This is an optimization exercise on Yosys and OpenROAD, whose aim is small area and few clock cycles, not a production implementation.
Only simulation tests tie the RTL to the original design; equivalence was not proved.
Power figures rest on the tool's default switching activity, not on a simulated workload.

$ cat design/flow/config.mk
export PLATFORM = sky130hd
export DESIGN_NAME = nic_output_port_lookup
export DESIGN_NICKNAME = nic_output_port_lookup
export VERILOG_FILES = /design/flow/design.v
export SDC_FILE = /design/flow/constraint.sdc
export NUM_CORES = 4
export LEC_CHECK = 0
export CAP_MARGIN = 20
export CORE_AREA = 10 10 690 690
export DIE_AREA = 0 0 700 700
export SLEW_MARGIN = 20
$ cat design/flow/constraint.sdc
create_clock -name core_clock -period 4.0 [get_ports {axis_aclk}]
set_input_delay 0.8000 -clock core_clock [delete_from_list [all_inputs] [get_ports {axis_aclk}]]
set_output_delay 0.8000 -clock core_clock [all_outputs]
set_load 0.01 [all_outputs]
$ cat design/flow/design.v
module nic_output_port_lookup #(
    parameter int unsigned C_M_AXIS_DATA_WIDTH = 512,
    parameter int unsigned C_S_AXIS_DATA_WIDTH = 512,
    parameter int unsigned C_M_AXIS_TUSER_WIDTH = 128,
    parameter int unsigned C_S_AXIS_TUSER_WIDTH = 128,
    parameter int unsigned SRC_PORT_POS = 16,
    parameter int unsigned DST_PORT_POS = 24,
    parameter int unsigned        C_S_AXI_DATA_WIDTH = 32,
    parameter int unsigned        C_S_AXI_ADDR_WIDTH = 12,
    parameter bit          [31:0] C_BASEADDR         = 32'h00000000
) (
    input axis_aclk,
    input axis_resetn,
    output [        C_M_AXIS_DATA_WIDTH - 1:0] m_axis_tdata,
    output [((C_M_AXIS_DATA_WIDTH / 8)) - 1:0] m_axis_tkeep,
    output [         C_M_AXIS_TUSER_WIDTH-1:0] m_axis_tuser,
    output                                     m_axis_tvalid,
    input                                      m_axis_tready,
    output                                     m_axis_tlast,
    input  [        C_S_AXIS_DATA_WIDTH - 1:0] s_axis_tdata,
    input  [((C_S_AXIS_DATA_WIDTH / 8)) - 1:0] s_axis_tkeep,
    input  [         C_S_AXIS_TUSER_WIDTH-1:0] s_axis_tuser,
    input                                      s_axis_tvalid,
    output                                     s_axis_tready,
    input                                      s_axis_tlast,
    input  [  C_S_AXI_ADDR_WIDTH-1 : 0] S_AXI_AWADDR,
    input                               S_AXI_AWVALID,
    input  [  C_S_AXI_DATA_WIDTH-1 : 0] S_AXI_WDATA,
    input  [C_S_AXI_DATA_WIDTH/8-1 : 0] S_AXI_WSTRB,
    input                               S_AXI_WVALID,
    input                               S_AXI_BREADY,
    input  [  C_S_AXI_ADDR_WIDTH-1 : 0] S_AXI_ARADDR,
    input                               S_AXI_ARVALID,
    input                               S_AXI_RREADY,
    output                              S_AXI_ARREADY,
    output [  C_S_AXI_DATA_WIDTH-1 : 0] S_AXI_RDATA,
    output [                     1 : 0] S_AXI_RRESP,
    output                              S_AXI_RVALID,
    output                              S_AXI_WREADY,
    output [                     1 : 0] S_AXI_BRESP,
    output                              S_AXI_BVALID,
    output                              S_AXI_AWREADY
);
  localparam int unsigned DW = C_M_AXIS_DATA_WIDTH;
  localparam int unsigned KW = C_M_AXIS_DATA_WIDTH / 8;
  localparam int unsigned UW = C_M_AXIS_TUSER_WIDTH;
  localparam int unsigned W = DW + KW + UW + 1;
  wire rst = ~axis_resetn;
  reg  [W-1:0] out_q;   
  reg  [W-1:0] skid_q;   
  reg          out_v;
  reg          skid_v;
  reg          out_first;   
  wire [W-1:0] s_beat = {s_axis_tlast, s_axis_tuser, s_axis_tkeep, s_axis_tdata};
  wire         out_ld = ~out_v | m_axis_tready;
  reg skid_e;
  wire [W-1:0] beat = (skid_q & {W{skid_v}}) | (s_beat & {W{skid_e}});
  always @(posedge axis_aclk) begin
    skid_q <= beat;
    if (out_ld) out_q <= beat;
  end
  always @(posedge axis_aclk) begin
    if (rst) begin
      out_v     <= 1'b0;
      skid_v    <= 1'b0;
      skid_e    <= 1'b1;
      out_first <= 1'b1;
    end else begin
      if (out_ld) begin
        out_v  <= skid_v | s_axis_tvalid;
        skid_v <= 1'b0;
        skid_e <= 1'b1;
      end else if (s_axis_tvalid) begin
        skid_v <= 1'b1;
        skid_e <= 1'b0;
      end
      if (out_v & m_axis_tready) out_first <= m_axis_tlast;
    end
  end
  assign s_axis_tready = ~skid_v;
  assign m_axis_tvalid = out_v;
  assign m_axis_tdata  = out_q[DW-1:0];
  assign m_axis_tkeep  = out_q[DW+:KW];
  assign m_axis_tlast  = out_q[W-1];
  wire [UW-1:0] out_user = out_q[DW+KW+:UW];
  wire [7:0] src_port = out_user[SRC_PORT_POS+:8];
  wire [7:0] dst_port = ~|src_port ? 8'h01
                      : (src_port[1] | src_port[3] | src_port[5] | src_port[7]) ? {1'b0, src_port[7:1]}
                      : {src_port[6:0], 1'b0};
  assign m_axis_tuser = out_first
      ? {out_user[UW-1:DST_PORT_POS+8], dst_port, out_user[DST_PORT_POS-1:0]} : out_user;
  wire s_fire = s_axis_tvalid & ~skid_v;
  wire m_fire = out_v & m_axis_tready;
  wire in_pkt_end = s_fire & s_axis_tlast;
  wire out_pkt_end = m_fire & m_axis_tlast;
  wire out_pkt_begin = m_fire & out_first;
  wire [7:0] ip_protocol = m_axis_tdata[184+:8];
  wire [31:0] ip_src = m_axis_tdata[208+:32];
  wire [31:0] ip_dst = m_axis_tdata[240+:32];
  wire [15:0] udp_sp = m_axis_tdata[272+:16];
  wire [15:0] udp_dp = m_axis_tdata[288+:16];
  reg [31:0] tgtip_q;
  reg [15:0] tgtport_q;
  wire is_icmp = out_pkt_begin & (ip_protocol == 8'h01);
  wire is_tgtip = out_pkt_begin & (ip_dst == tgtip_q);
  wire is_tgtudp = out_pkt_begin & (ip_protocol == 8'h11) & (ip_src == 32'hC0A80001)
                 & (ip_dst == 32'hC0A80101) & (udp_sp == 16'd12345) & (udp_dp == tgtport_q);
  reg        wr_rdy;   
  reg        bvalid;
  reg        ar_rdy;
  reg        rvalid;
  reg [31:0] rdata;
  wire       wr_go = S_AXI_AWVALID & S_AXI_WVALID & ~wr_rdy;
  wire       rd_go = S_AXI_ARVALID & ~ar_rdy & ~rvalid;
  wire [11:0] waddr = S_AXI_AWADDR ^ C_BASEADDR[11:0];
  wire [11:0] raddr = S_AXI_ARADDR ^ C_BASEADDR[11:0];
  always @(posedge axis_aclk) begin
    if (rst) begin
      wr_rdy <= 1'b0;
      bvalid <= 1'b0;
      ar_rdy <= 1'b0;
      rvalid <= 1'b0;
    end else begin
      wr_rdy <= wr_go;
      if (wr_rdy) bvalid <= 1'b1;
      else if (S_AXI_BREADY) bvalid <= 1'b0;
      ar_rdy <= rd_go;
      if (ar_rdy) rvalid <= 1'b1;
      else if (S_AXI_RREADY) rvalid <= 1'b0;
    end
  end
  assign S_AXI_AWREADY = wr_rdy;
  assign S_AXI_WREADY  = wr_rdy;
  assign S_AXI_BVALID  = bvalid;
  assign S_AXI_BRESP   = 2'b00;
  assign S_AXI_ARREADY = ar_rdy;
  assign S_AXI_RVALID  = rvalid;
  assign S_AXI_RRESP   = 2'b00;
  assign S_AXI_RDATA   = rdata;
  function automatic [31:0] merge(input [31:0] old, input [31:0] d, input [3:0] s);
    for (int i = 0; i < 4; i++) merge[i*8+:8] = s[i] ? d[i*8+:8] : old[i*8+:8];
  endfunction
  wire wr_reset = wr_go & (waddr == 32'h8);
  wire wr_flip = wr_go & (waddr == 32'hC);
  wire wr_debug = wr_go & (waddr == 32'h10);
  wire wr_tgtip = wr_go & (waddr == 32'h20);
  wire wr_tgtport = wr_go & (waddr == 32'h2C);
  wire clear_all = rst | (wr_reset & S_AXI_WSTRB[0] & (S_AXI_WDATA[0] | S_AXI_WDATA[4]));
  wire rd_pktin = rd_go & (raddr == 32'h14);
  wire rd_pktout = rd_go & (raddr == 32'h18);
  wire rd_icmp = rd_go & (raddr == 32'h1C);
  wire rd_tgtipout = rd_go & (raddr == 32'h24);
  reg  [31:0] flip_q;
  reg  [31:0] debug_q;
  reg  [31:0] pktin_q;
  reg  [31:0] pktout_q;
  reg  [31:0] icmp_q;
  reg  [31:0] tgtipout_q;
  reg  [31:0] tgtipoutlst_q;
  reg  [31:0] tgtudpcnt_q;
  wire [31:0] tgtip_new = merge(tgtip_q, S_AXI_WDATA, S_AXI_WSTRB);
  wire [31:0] wdata_rst = S_AXI_WDATA & {32{axis_resetn}};
  always @(posedge axis_aclk) begin
    for (int b = 0; b < 4; b++) begin
      if (rst | (wr_flip & S_AXI_WSTRB[b])) flip_q[b*8+:8] <= wdata_rst[b*8+:8];
      if (rst | (wr_debug & S_AXI_WSTRB[b])) debug_q[b*8+:8] <= wdata_rst[b*8+:8];
      if (rst | (wr_tgtip & S_AXI_WSTRB[b])) tgtip_q[b*8+:8] <= wdata_rst[b*8+:8];
    end
    for (int b = 0; b < 2; b++)
      if (rst | (wr_tgtport & S_AXI_WSTRB[b])) tgtport_q[b*8+:8] <= wdata_rst[b*8+:8];
  end
  function automatic [31:0] ones_below(input [31:0] q);
    logic g, r;
    g = 1'b1;
    for (int k = 0; k < 8; k++) begin
      r = g;
      for (int j = 0; j < 4; j++) begin
        ones_below[4*k+j] = r;
        r = r & q[4*k+j];
      end
      g = g & (&q[4*k+:4]);
    end
  endfunction
  function automatic [31:0] count(input [31:0] q, input inc);
    logic [31:0] t;
    t = ones_below(q) & {32{inc}};
    count = {q[31] | t[31], q[30:0] ^ t[30:0]};
  endfunction
  function automatic [31:0] count32(input [31:0] q, input inc);
    count32 = q ^ (ones_below(q) & {32{inc}});
  endfunction
  always @(posedge axis_aclk) begin
    if (clear_all) begin
      pktin_q       <= 32'h0;
      pktout_q      <= 32'h0;
      icmp_q        <= 32'h0;
      tgtipout_q    <= 32'h0;
      tgtipoutlst_q <= 32'h0;
      tgtudpcnt_q   <= 32'h0;
    end else begin
      pktin_q     <= rd_pktin ? 32'h0 : count(pktin_q, in_pkt_end);
      pktout_q    <= rd_pktout ? 32'h0 : count(pktout_q, out_pkt_end);
      icmp_q      <= rd_icmp ? 32'h0 : count(icmp_q, is_icmp);
      tgtipout_q  <= rd_tgtipout ? 32'h0 : count(tgtipout_q, is_tgtip);
      tgtudpcnt_q <= count32(tgtudpcnt_q, is_tgtudp);
      if (wr_tgtip & (tgtip_new != tgtip_q)) tgtipoutlst_q <= tgtipout_q;
    end
  end
  always @(posedge axis_aclk) begin
    if (rd_go) begin
      case (raddr)
        32'h0:          rdata <= 32'h0000DA02;
        32'h4:     rdata <= 32'h1;
        32'hC:        rdata <= ~flip_q;
        32'h10:       rdata <= debug_q;
        32'h14:       rdata <= pktin_q;
        32'h18:      rdata <= pktout_q;
        32'h1C:     rdata <= icmp_q;
        32'h20:   rdata <= tgtip_q;
        32'h24:    rdata <= tgtipout_q;
        32'h28: rdata <= tgtipoutlst_q;
        32'h2C:  rdata <= {16'h0, tgtport_q};
        32'h2E:   rdata <= tgtudpcnt_q;
        default:               rdata <= 32'hFEE1DEAD;
      endcase
    end
  end
endmodule
$ cat design/flow/flow/run.sh
#!/bin/bash
set -euo pipefail
bash standard.sh BUFFER_PORTS_ARGS="-buffer_cell sky130_fd_sc_hd__buf_1" \
  CTS_ARGS="-sink_clustering_enable -repair_clock_nets -dont_use_dummy_load -sink_clustering_size 30 -sink_clustering_max_diameter 80" \
  DIE_AREA="0 0 450 450" CORE_AREA="10 10 440 440" finish > standard.log 2>&1
$ cat design/flow/standard.sh
#!/bin/bash
# synth_recipe.tcl (not shown) runs the flow's synth.tcl, then flattens the netlist and writes it again
# the make line also repeats each setting of config.mk as NAME=value (left out here)
make -C /OpenROAD-flow-scripts/flow DESIGN_CONFIG=/design/flow/config.mk WORK_HOME=/design/flow/orfs CLKGATE_MAP_FILE= SYNTH_SCRIPT=/design/flow/synth_recipe.tcl "${@:-finish}"
==> results of run 1 <==
==> kinds of logic after synthesis <==
| kind of cell | count (synthesis) | synth area share, % |
|---|---|---|
| compound gates | 1029 | 13.2 |
| xor+xnor | 161 | 2.21 |
| fa+ha+maj | 5 | 0.0982 |
| buf+inv | 998 | 10.0 |
| flops | 1754 | 68.5 |
| mux | 11 | 0.181 |
| other cells | 1 | 0.00589 |
| simple gates | 698 | 5.86 |
==> layer usage <==
metal	vias to the layer above	wire [um]
met2	3566	139000
li1	18171	-
met5	-	459
met1	23194	140000
met3	661	58200
met4	76	13400
==> power breakdown <==
part           total [uW]  switching [uW]  leakage (uW)  internal, uW
sequential          21000             920        0.0162         20100
clock               10400            5950       0.00125          4470
combinational        3330            2440       0.00828           892
==> through the flow <==
step | total power, uW | util, % | instance area, um2 | cells | setup WS [ns]
6_report | 34800 | 38.2 | 70100 | 7970 | 0.121
5_1_grt | 35600 | 38.1 | 70000 | 7904 | 0.0718
4_1_cts | 34800 | 38.1 | 70000 | 7892 | 0.281
3_5_place_dp | 24600 | 36.7 | 67400 | 7791 | 0.305
3_3_place_gp | 24600 | 36.7 | 67400 | 7791 | 0.339
2_1_floorplan | 22900 | - | 63700 | 4660 | -7.93
==> final timing paths <==
check,startpoint,to,slack [ns],cells after the start
max,out_q[597]$_DFFE_PP_,m_axis_tuser[27],0.12,5
min,s_axis_tdata[208],skid_q[208]$_DFF_P_,0.25,2
max reg2reg,out_q[211]$_DFFE_PP_,tgtudpcnt_q[31]$_SDFF_PP0_,0.74,6
min reg2reg,tgtipoutlst_q[8]$_SDFFE_PP0P_,tgtipoutlst_q[8]$_SDFFE_PP0P_,0.46,2
==> final cells by class <==
class / count / area (um2) / share of cell area (%)
multi-input cells: 1908 / 13800 / 19.6
clock buffers: 101 / 2530 / 3.60
repair buffers: 1613 / 6750 / 9.62
well taps: 2464 / 3080 / 4.39
inverters: 52 / 199 / 0.284
diodes: 78 / 195 / 0.278
flip-flops and latches: 1754 / 43600 / 62.2
==> cells in the final DEF (no fill, tap or decap), types with 93 or more instances in the layout <==
cell and count:
nand4_1 105, nor2_1 146, buf_1 1515, clkbuf_16 101
dfxtp_1 903, o21ai_0 93, xnor2_1 120, nand2_1 115
a22o_1 712, edfxtp_1 849
==> flow_summary.ini, run 1 <==
[min_path]
min_path_type = primary input to flip-flop

[run]
max_cap_violations = 0

[clock_tree]
cts.sinks = 1754
clk_path_buf_depth = 3
cts_made_buffers = 101
cts_setup_buffers = 0
htreeDepth = 3
cts_tree = built
clk_pin_slew_ns = 0.11
clockRootBuffer = clkbuf_16
ctsResizeCount = 0
cts_hold_buf = 0
clk_latency_ns = 0.76

[synthesis]
yosysMostFrequentCell = dfxtp_1
yosysWarnings = 1
synth_ff_type = dfxtp_1
synth_common_cells = dfxtp_1 (905), edfxtp_1 (849), a22o_1 (712)
avgSynthCellArea_um2 = 13.7
seq_area_frac_synth_pct = 68.5
synth-seq-cells = 1754
ys_async_sr_fraction_pct = 0
yosysTopAreaCell = edfxtp_1
synth_cell_types = 60
syn_area_um2 = 63700
netlist_instances = 4657
synth_area_leaders = edfxtp_1 (40%), dfxtp_1 (28%), a22o_1 (9.8%), buf_4 (8.3%), xnor2_1 (1.6%)
synth_top_area_share_pct = 40.0
synth_enable_flop_cells = 849

[sta]
tns_ns = 0
slew_viol_final = 0
setup-violations-final = 0
clock_skew_ns = 0.113
hold_viol = 0
final.min_clock_period_ns = 3.88
slew_headroom_pct = 18.6
fmax_mhz = 258
period_share_pct = 97.0
rsz0062_at_grt = no
worst_slew_pin_slew_ns = 1.22
fin_hold_ws_ns = 0.251

[grt]
overflow = 0
grt_use_total_pct = 33.0
grt_util_met3_pct = 18.0
grt_pass1_wl_um = 439000
globalRouteMet1Util_pct = 44.5
top_usage_layer = met2
grt_pass1_vias = 40875
met2_usage_pct = 44.8
grt_max_degree = 191
antenna_found_initial = 244

[worst_setup_path]
cp_num_buf_inv = 2
max_stage_delay_ns = 0.84
worstPathRequired_ns = 3.20
critPathKind = flip-flop to primary output
path_delay_family = buffers and inverters
arrival_ns = 3.08
worstSetupEndpointType = primary output
startpoint_type = flip-flop
path_max_fanout = 5
crit_chain = nor4_1 > buf_4 > mux2i_1 > a21oi_1 > buf_1
slowest_stage = buf_1

[cells_and_area]
synthToLayoutAreaGrowth_pct = 10.1
reg_top3 = out_q x705, skid_q x705
fin_nets = 6209
drive_gt1_share_pct = 4.29
nFillCells = 17848

[drt]
vias = 45668
detail_route.vias_per_cell = 5.73
finalWirelength_um = 351000
ant_nets = 0
drt_iter0_drc = 7802
drt-wirelength-per-cell_um = 44.1
drc = 0
drt-pass1-iter-count = 8

[placement]
gp_congestion = 1.05
dpl.hpwl_um = 289000
portBuffers = 1517

[floorplanning]
die_area_um2 = 203000
coreArea_um2 = 183000
io_pins = 1522
die_w_um = 450
placementRows = 157
start_util_pct = 34.7
die_h_um = 450

[pwr]
p_leak_uw = 0.0257
p_per_area_nw_per_um2 = 496
ir_worst_vdd_v = 0.000319

[run_status]
status = timing/DRC/antenna clean
Testbench counts, summed over its fixed seeds: cycles 25,265.
==> inputs of run 2 (changes only) <==
==> design/flow/flow/run.sh (replaced) <==
#!/bin/bash
set -euo pipefail
bash standard.sh BUFFER_PORTS_ARGS="-buffer_cell sky130_fd_sc_hd__buf_1" \
  CTS_ARGS="-sink_clustering_enable -repair_clock_nets -dont_use_dummy_load -sink_clustering_size 30 -sink_clustering_max_diameter 80" \
  PLACE_DENSITY=0.8 DIE_AREA="0 0 450 450" CORE_AREA="10 10 440 440" finish > standard.log 2>&1
==> run 2 against run 1 <==
  * Sequential share of layout area is 0.15 points lower
  * Combinational power is 6.9% higher
  * Wire length is 1.8% higher
  * Maximum frequency is 6.6% higher
  * Critical path type unchanged
==> flow_summary.ini, run 2 <==
[run_status]
status = timing/DRC/antenna clean

[worst_setup_path]
slowest_stage = nor4_2
max_stage_delay_ns = 0.74
worstSetupEndpointType = primary output
arrival_ns = 2.84
cp.depth = 5
r2r_slack_ns = 0.79
ff2ff_path_depth = 6
cp-startpoint = out_q[593]$_DFFE_PP_
critPathKind = flip-flop to primary output
r2r-start = out_q[219]$_DFFE_PP_
crit_chain = nor4_2 > mux2i_1 > a21oi_1 > buf_4 > buf_1
startpoint_type = flip-flop
r2r-end = tgtudpcnt_q[23]$_SDFF_PP0_
path_max_fanout = 5
path_delay_family = simple AND/OR/NAND/NOR gates
cp_num_buf_inv = 2
worstPathRequired_ns = 3.20
endpoint = m_axis_tuser[27]

[sta]
clock_skew_ns = 0.114
rsz0062_at_grt = no
hold_viol = 0
fin_hold_ws_ns = 0.210
fmax_mhz = 275
final.min_clock_period_ns = 3.64
setup-violations-final = 0
period_share_pct = 91.0
slew_viol_final = 0
worst_slew_pin_slew_ns = 1.07
tns_ns = 0
slew_headroom_pct = 28.4

[drt]
drt-pass1-iter-count = 9
drt-wirelength-per-cell_um = 44.8
drc = 0
finalWirelength_um = 358000
drt_iter0_drc = 7161
detail_route.vias_per_cell = 5.75
vias = 45937
ant_nets = 0

[cells_and_area]
drive_gt1_share_pct = 4.57
nFillCells = 17818
multi_input_comb_area_um2 = 13800
synthToLayoutAreaGrowth_pct = 10.4
seq_area_um2 = 43600
final_cell_mix = buf_1 (1516), dfxtp_1 (903), edfxtp_1 (849), a22o_1 (712), nor2_1 (146)
fin_nets = 6225
reg_top3 = out_q x705, skid_q x705
final_cell_area_um2 = 70300
final_common_cell = buf_1

[clock_tree]
ctsResizeCount = 0
clk_pin_slew_ns = 0.11
cts_setup_buffers = 0
cts.sinks = 1754
clk_latency_ns = 0.78
clockRootBuffer = clkbuf_16
cts_tree = built
cts_hold_buf = 0
clk_path_buf_depth = 3
htreeDepth = 3
cts_made_buffers = 107

[placement]
gp_congestion = 1.08
place_area_um2 = 67400
portBuffers = 1517
dpl.hpwl_um = 296000

[grt]
antenna_found_initial = 223
grt_pass1_vias = 41309
grt_max_degree = 182
grt_use_total_pct = 33.5
grt_pass1_wl_um = 447000
overflow = 0

[synthesis]
yosysWarnings = 1
avgSynthCellArea_um2 = 13.7
synth_cell_types = 60
ys_async_sr_fraction_pct = 0
synth_ff_type = dfxtp_1
yosysTopAreaCell = edfxtp_1
synth_top_area_share_pct = 40.0
netlist_instances = 4657
synth_area_leaders = edfxtp_1 (40%), dfxtp_1 (28%), a22o_1 (9.8%), buf_4 (8.3%), xnor2_1 (1.6%)
seq_area_frac_synth_pct = 68.5
synth-seq-cells = 1754
yosysMostFrequentCell = dfxtp_1
synth_enable_flop_cells = 849
syn_area_um2 = 63700
synth_common_cells = dfxtp_1 (905), edfxtp_1 (849), a22o_1 (712)

[pwr]
p_leak_uw = 0.0258
totalPowerFinal_uw = 35100
ir_worst_vdd_v = 0.000381
p_per_area_nw_per_um2 = 500

[floorplanning]
start_util_pct = 34.7
die_w_um = 450
io_pins = 1522
die_area_um2 = 203000
coreArea_um2 = 183000
die_h_um = 450
placementRows = 157

[run]
max_cap_violations = 0

[min_path]
min_path_type = primary input to flip-flop
==> run 2: cell counts after synthesis <==
Identical to the previous run, type by type.
==> run 2: power breakdown <==
part | total [uW] | switching, uW | internal (uW)
clock | 10700 | 6000 | 4720
combinational | 3560 | 2670 | 896
sequential | 20900 | 751 | 20100
total | 35100 | 9420 | 25700
==> run 2: worst min path at each step <==
stage / startpoint / endpoint / slack [ns] / cells past startpoint
final: s_axis_tdata[504] / skid_q[504]$_DFF_P_ / 0.21 / 2
after global routing: s_axis_tdata[504] / skid_q[504]$_DFF_P_ / 0.19 / 2
after CTS: s_axis_tdata[504] / skid_q[504]$_DFF_P_ / 0.16 / 2
after detailed placement: tgtipoutlst_q[0]$_SDFFE_PP0P_ / tgtipoutlst_q[0]$_SDFFE_PP0P_ / 0.45 / 2
after global placement: tgtipoutlst_q[26]$_SDFFE_PP0P_ / tgtipoutlst_q[26]$_SDFFE_PP0P_ / 0.45 / 2
after floorplan: pktout_q[31]$_SDFF_PP0_ / pktout_q[31]$_SDFF_PP0_ / 0.43 / 2
==> run 2: kinds of logic (layout without fill, tap and decap cells) <==
| family | count (synthesis) | after routing | synth area share, % |
|---|---|---|---|
| XOR/XNOR | 161 | 161 | 2.21 |
| flip-flops | 1754 | 1754 | 68.5 |
| other | 1 | 79 | 0.00589 |
| AO/OA/AOI/OAI | 1029 | 1029 | 13.2 |
| AND/OR/NAND/NOR | 698 | 698 | 5.86 |
| multiplexers | 11 | 11 | 0.181 |
| adder cells (fa/ha/maj) | 5 | 5 | 0.0982 |
| buffers and inverters | 998 | 1782 | 10.0 |
==> run 2: area by class of cell <==
type	instances	share of cell area [%]
Clock buffer	107	3.81
Antenna cell	75	0.267
Tap cell	2464	4.38
Multi-Input combinational cell	1908	19.6
Timing Repair Buffer	1623	9.62
Sequential cell	1754	62.0
Inverter	52	0.283
==> run 2: routing by layer <==
metal	part of all wire, %	up-vias	track usage [%]
li1	-	18192	-
met1	40	23645	45.0
met2	42	3409	48.3
met3	13	615	13.9
met4	4.5	76	12.0
met5	0.14	-	0
==> run 2: metrics by stage <==
| step | utilization (%) | cells | worst slack, ns |
|---|---|---|---|
| floorplan | - | 4660 | -7.93 |
| global placement | 36.8 | 7801 | 0.491 |
| detailed placement | 36.8 | 7801 | 0.492 |
| CTS | 38.2 | 7908 | 0.102 |
| global route | 38.2 | 7921 | 0.262 |
| finish | 38.3 | 7983 | 0.361 |
==> inputs of run 3 (changes only) <==
==> design/flow/flow/run.sh (replaced) <==
#!/bin/bash
set -euo pipefail
bash standard.sh BUFFER_PORTS_ARGS="-buffer_cell sky130_fd_sc_hd__buf_1" \
  CTS_ARGS="-sink_clustering_enable -repair_clock_nets -dont_use_dummy_load -sink_clustering_size 30 -sink_clustering_max_diameter 90" \
  DIE_AREA="0 0 450 450" CORE_AREA="10 10 440 440" finish > standard.log 2>&1
==> run 3 against run 2 <==
  * Still clean on timing, DRC and antenna
  * Worst setup slack worse by 0.17 ns
  * Combinational power fell by 6.2%
  * Total power fell by 3.0%
  * Sequential power hardly changed
  * Via count fell by 1.4%
  * Synthesized cell count is the same
  * Critical endpoint unchanged
  * Largest power group unchanged
  * Highest routed layer unchanged
==> flow_summary.ini, run 3 <==
[run_status]
status = timing/DRC/antenna clean

[clock_tree]
clockRootBuffer = clkbuf_16
cts_setup_buffers = 0
ctsResizeCount = 0
cts_made_buffers = 87
cts_tree = built
cts_hold_buf = 0
clk_pin_slew_ns = 0.12
cts.sinks = 1754
htreeDepth = 3
clk_path_buf_depth = 3
clk_latency_ns = 0.79

[sta]
clock_skew_ns = 0.0910
setup_slack_ns = 0.195
rsz0062_at_grt = no
worst_slew_pin_slew_ns = 1.25
fin_hold_ws_ns = 0.251
period_share_pct = 95.1
slew_viol_final = 0
final.min_clock_period_ns = 3.80
fmax_mhz = 263
setup-violations-final = 0
slew_headroom_pct = 16.8
hold_viol = 0
tns_ns = 0

[drt]
ant_nets = 0
detail_route.vias_per_cell = 5.69
drt-pass1-iter-count = 10
drt-wirelength-per-cell_um = 44.1
drt_iter0_drc = 7672
vias = 45279
finalWirelength_um = 351000
drc = 0

[grt]
antenna_found_initial = 251
grt_pass1_wl_um = 438000
overflow = 0
grt_util_met3_pct = 19.5
top_usage_layer = met2
grt_pass1_vias = 40717
globalRouteMet1Util_pct = 43.5
grt_use_total_pct = 32.9
met2_usage_pct = 44.6
grt_max_degree = 191

[floorplanning]
die_w_um = 450
die_h_um = 450
io_pins = 1522
coreArea_um2 = 183000
placementRows = 157
die_area_um2 = 203000
start_util_pct = 34.7

[placement]
post-place-cells = 7791
dpl.hpwl_um = 289000
portBuffers = 1517
gp_congestion = 1.05
post-place-ws_ns = 0.305
place_area_um2 = 67400

[cells_and_area]
reg_top3 = out_q x705, skid_q x705
fin_nets = 6195
multi_input_comb_area_um2 = 13800
seq_area_um2 = 43600
final_common_cell = buf_1
drive_gt1_share_pct = 4.05
nFillCells = 17886
final_cells = 7960
final_cell_mix = buf_1 (1515), dfxtp_1 (903), edfxtp_1 (849), a22o_1 (712), nor2_1 (146)
synthToLayoutAreaGrowth_pct = 9.58
final_cell_area_um2 = 69800

[synthesis]
yosysTopAreaCell = edfxtp_1
synth_top_area_share_pct = 40.0
yosysWarnings = 1
synth-seq-cells = 1754
avgSynthCellArea_um2 = 13.7
synth_area_leaders = edfxtp_1 (40%), dfxtp_1 (28%), a22o_1 (9.8%), buf_4 (8.3%), xnor2_1 (1.6%)
synth_cell_types = 60
ys_async_sr_fraction_pct = 0
synth_ff_type = dfxtp_1
syn_area_um2 = 63700
yosysMostFrequentCell = dfxtp_1
netlist_instances = 4657
synth_enable_flop_cells = 849
seq_area_frac_synth_pct = 68.5
synth_common_cells = dfxtp_1 (905), edfxtp_1 (849), a22o_1 (712)

[worst_setup_path]
worstPathRequired_ns = 3.20
r2r_slack_ns = 0.69
path_max_fanout = 5
arrival_ns = 3.00
worstSetupEndpointType = primary output
startpoint_type = flip-flop
critPathKind = flip-flop to primary output

[pwr]
p_leak_uw = 0.0256
p_sw_share_pct = 27.0
ir_worst_vdd_v = 0.000344
intPower_uw = 24900
share_comb_of_total_power_pct = 9.8
p_clk_share_pct = 28.5
seq_power_share_pct = 61.7
netSwitchingPower_uw = 9180
p_per_area_nw_per_um2 = 488

[min_path]
min_path_type = primary input to flip-flop

[run]
max_cap_violations = 0
==> run 3: logic make-up (layout without fill, tap and decap cells) <==
kind of cell	after synthesis	after routing	share of synthesized area (%)
flops	1754	1754	68.5
mux	11	11	0.181
fa+ha+maj	5	5	0.0982
compound gates	1029	1029	13.2
buf+inv	998	1752	10.0
simple gates	698	698	5.86
xor+xnor	161	161	2.21
other cells	1	86	0.00589
==> run 3: worst paths after layout <==
| kind | depth (start not counted) | startpoint | end |
|---|---|---|---|
| max | 5 | out_q[597]$_DFFE_PP_ | m_axis_tuser[27] |
| min | 2 | s_axis_tdata[88] | skid_q[88]$_DFF_P_ |
| max reg2reg | 6 | out_q[268]$_DFFE_PP_ | tgtudpcnt_q[30]$_SDFF_PP0_ |
| min reg2reg | 2 | icmp_q[31]$_SDFF_PP0_ | icmp_q[31]$_SDFF_PP0_ |
==> run 3: area by class of cell <==
class                      instances  area share (%)
sequential                      1754            62.5
multi-input combinational       1908            19.7
timing repair buffer            1613            9.66
tap                             2464            4.42
clock buffer                      87            3.12
antenna                           82           0.294
inverter                          52           0.285
==> run 3: worst max-delay path, stage by stage (launching register included) <==
cell and delay, ns:
edfxtp_1 0.65, nor4_1 0.33, buf_4 0.20, mux2i_1 0.07, a21oi_1 0.18, buf_1 0.79
==> run 3: power by group through the flow <==
| stage | Clock, uW | Sequential [uW] | Combinational, uW |
|---|---|---|---|
| floorplan | 0 | 20900 | 1970 |
| detailed placement | 0 | 21300 | 3230 |
| finish | 9710 | 21000 | 3340 |
| global placement | 0 | 21400 | 3240 |
| CTS | 9880 | 21000 | 3270 |
| global route | 10400 | 21100 | 3420 |
==> run 3: stage by stage <==
step                      total power [uW]  util, %
final                                34100     38.0
after global routing                 34900     38.0
after CTS                            34100     37.9
after detailed placement             24600     36.7
after global placement               24600     36.7
after floorplan                      22900        -
==> run 3: metal layers <==
| layer | wire, um | vias to the layer above |
|---|---|---|
| met3 | 58300 | 641 |
| met5 | 560 | - |
| met1 | 140000 | 22991 |
| li1 | - | 18135 |
| met4 | 13500 | 94 |
| met2 | 139000 | 3418 |

[re-timing with driven ports]
The flow's constraints put no driver on any port. The routed layouts listed below were extracted and timed again, unchanged, in two steps. Step 1 assumes that a clkbuf_16 drives the clock port and a buf_2 every other input. Step 2, shift: input delay + t, output delay - t, t = (earliest + latest rising clock arrival at the registers) / 2. This alone moves slack from input paths to output paths. a / b / c = ideal ports / drivers / drivers and shift; a / b = the first two.
| run | t (ns) | setup WS [ns] | hold WS [ns] | latest minus earliest clock arrival (ns) | worst register clock-pin slew, ns |
|---|---|---|---|---|---|
| run 1 | 0.799 | 0.121 / 0.036 / 0.182 | 0.251 / 0.204 / 0.456 | 0.131 / 0.132 | 0.12 / 0.12 |
| run 2 | 0.838 | 0.361 / 0.268 / 0.327 | 0.210 / 0.156 / 0.466 | 0.153 / 0.153 | 0.12 / 0.12 |
| run 3 | 0.816 | 0.195 / 0.109 / 0.099 | 0.251 / 0.197 / 0.461 | 0.120 / 0.119 | 0.12 / 0.12 |
After both steps setup and hold are still met in every run listed. For run 3, which loses most, drivers alone change the setup slack by -0.086 ns; drivers and shift together by -0.096 ns.
